This is an optimization exercise on Yosys and OpenROAD, whose aim is small area, a short achievable clock period and few clock cycles, not a production implementation. The RTL was checked by simulation tests, not by an equivalence proof against the original design. Power is estimated from default activity; no workload was simulated.

==> flow/design.v (excerpt) <==
module LCD_CTRL(clk, reset, IROM_Q, cmd, cmd_valid, IROM_EN, IROM_A, IRB_RW, IRB_D, IRB_A, busy, done);
Settings: LEC_CHECK=0, CAP_MARGIN=20, CORE_MARGIN=2, CORE_UTILIZATION=40, CTS_BUF_LIST=sky130_fd_sc_hd__clkbuf_16, CTS_CLUSTER_DIAMETER=70, CTS_CLUSTER_SIZE=25, PLACE_DENSITY=0.75, SLEW_MARGIN=20; clock period 11.0 ns.
standard.sh (not shown) runs the stock make flow with config.mk's settings and CLKGATE_MAP_FILE= SYNTH_SCRIPT=/design/flow/synth_recipe.tcl, a recipe that flattens the netlist after the stock synthesis.
==> flow/flow/run.sh <==
#!/bin/bash
# Layout: the standard flow (standard.sh), unchanged, except that its
# timing repair (floorplan, CTS and global-route repair_timing) aims at a
# setup margin of 7.5 ns instead of 0, so it sizes the critical paths for a
# shorter period. The SDC, the clock period and every other step are the
# standard ones. make's full output goes to flow.log here; each ORFS step
# writes its own log under orfs/logs/.
set -euo pipefail
bash standard.sh SETUP_SLACK_MARGIN=7.5 finish > flow.log 2>&1
Testbench counts at the start, summed over its fixed seeds: cycles 5,582.
==> next run, changes <==
Settings changed: CORE_UTILIZATION 40 to 45, PLACE_DENSITY 0.75 to default.
=>
- setup slack gains 0.021 ns
- non-clock buffer count came out higher by 23
- area after synthesis does not change
- power came out higher by 3.7%
- wire length came out higher by 17%
- maximum frequency came out higher by 0.54%
- worst hold slack loses 0.016 ns
- die area came out lower by 11%
==> next run, changes <==
==> flow/flow/run.sh (replaced) <==
#!/bin/bash
# Layout: the standard flow (standard.sh), unchanged, except that its
# timing repair (floorplan, CTS and global-route repair_timing) aims at a
# setup margin of 7.75 ns instead of 0, so it sizes the critical paths for a
# shorter period. The SDC, the clock period and every other step are the
# standard ones. make's full output goes to flow.log here; each ORFS step
# writes its own log under orfs/logs/.
set -euo pipefail
bash standard.sh SETUP_SLACK_MARGIN=7.75 finish > flow.log 2>&1
Settings changed: CORE_UTILIZATION 45 to 40.
The changed run passed the timing, design-rule and antenna checks; critical path depth is lower by 6; die area came out higher by about 12%; final cell count rose by 4.0%; wire length shrinks by about 14%; sequential share of layout area shrinks by 1.9 points; area after synthesis is unchanged; hold slack gains 0.017 ns; power grows by about 3%; worst setup slack improves by 0.26 ns; combinational power increases by 7.1%.

---

Starting RTL as in the previous note.
export LEC_CHECK = 0
export CAP_MARGIN = 20
export CORE_MARGIN = 2
export CORE_UTILIZATION = 40
export CTS_BUF_LIST = sky130_fd_sc_hd__clkbuf_16
export CTS_CLUSTER_DIAMETER = 60
export CTS_CLUSTER_SIZE = 22
export SLEW_MARGIN = 20
create_clock -name core_clock -period 11.0 [get_ports {clk}]
==> flow/flow/run.sh <==
#!/bin/bash
# Layout: the standard flow (standard.sh), unchanged, except that its
# timing repair (floorplan, CTS and global-route repair_timing) aims at a
# setup margin of 7.5 ns instead of 0, so it sizes the critical paths for a
# shorter period. The SDC, the clock period and every other step are the
# standard ones. make's full output goes to flow.log here; each ORFS step
# writes its own log under orfs/logs/.
set -euo pipefail
bash standard.sh SETUP_SLACK_MARGIN=7.5 finish > flow.log 2>&1
Testbench counts at the start, summed over its fixed seeds: cycles 5,582.
Edit:
CTS_CLUSTER_DIAMETER = 70   (was 60)
CTS_CLUSTER_SIZE = 25   (was 22)
Outcome: The new run finished clean; global-route usage is lower by 0.19 points; non-clock buffer count is higher by 1; count of clock-buffer cells in the layout went down by 4; hold slack hardly moves.
Edit:
CTS_CLUSTER_DIAMETER = 50   (was 70)
CTS_CLUSTER_SIZE = 16   (was 25)
=> The new run passed the timing, design-rule and antenna checks. Synthesized cell count stays the same. Critical path depth stays the same. Worst setup slack is better by 11 ps. Non-clock buffer count drops by 2. Sequential share of layout area shrinks by 1.0 points. Final area climbs by about 2.2%. Total power goes up by 5.3%. Die area is unchanged. Hold slack degrades by 4.5 ps.
Edit:
CTS_BUF_LIST = unset   (was sky130_fd_sc_hd__clkbuf_16)
CTS_CLUSTER_DIAMETER = unset   (was 50)
CTS_CLUSTER_SIZE = unset   (was 16)
Clock skew is lower by 4.5 ps. Final area hardly moves. Cell count is about the same. Worst hold slack is about the same. Area after synthesis stays the same.

-- afterwards: timing with drivers on the ports --
In the flow no input, the clock included, has a driving cell. The finished layouts below were timed again as built, in two steps.
Step 1, drivers: a clkbuf_16 drives clk and a buf_2 each remaining input, both assumed.
Step 2 adds t to the input delays and takes it off the output delays; t is the mean of the earliest and latest rising clock arrival at the registers after step 1. Input paths then give back, and output paths get back, about the clock's delay inside the block.
a / b / c = ideal / step 1 / step 2; a / b = the first two.
run	shift t [ns]	setup WS [ns]	worst register clock-pin slew, ns
the first run of note 1	0.736	7.154 / 7.154 / 6.699	0.11 / 0.11
the second run of note 1	0.727	7.175 / 7.175 / 6.911	0.10 / 0.10
the third run of note 1	0.730	7.437 / 7.367 / 7.053	0.10 / 0.10
the first run of note 2	0.741	7.388 / 7.379 / 6.890	0.10 / 0.10
the second run of note 2	0.719	7.337 / 7.337 / 6.892	0.10 / 0.10
the third run of note 2	0.722	7.348 / 7.348 / 6.846	0.07 / 0.07
the fourth run of note 2	0.714	7.344 / 7.344 / 6.940	0.07 / 0.07
After both steps setup and hold are still met in every run listed. The setup slack of the third run of note 2, which loses most, moves by 0.000 ns with the drivers and by -0.502 ns with both steps.
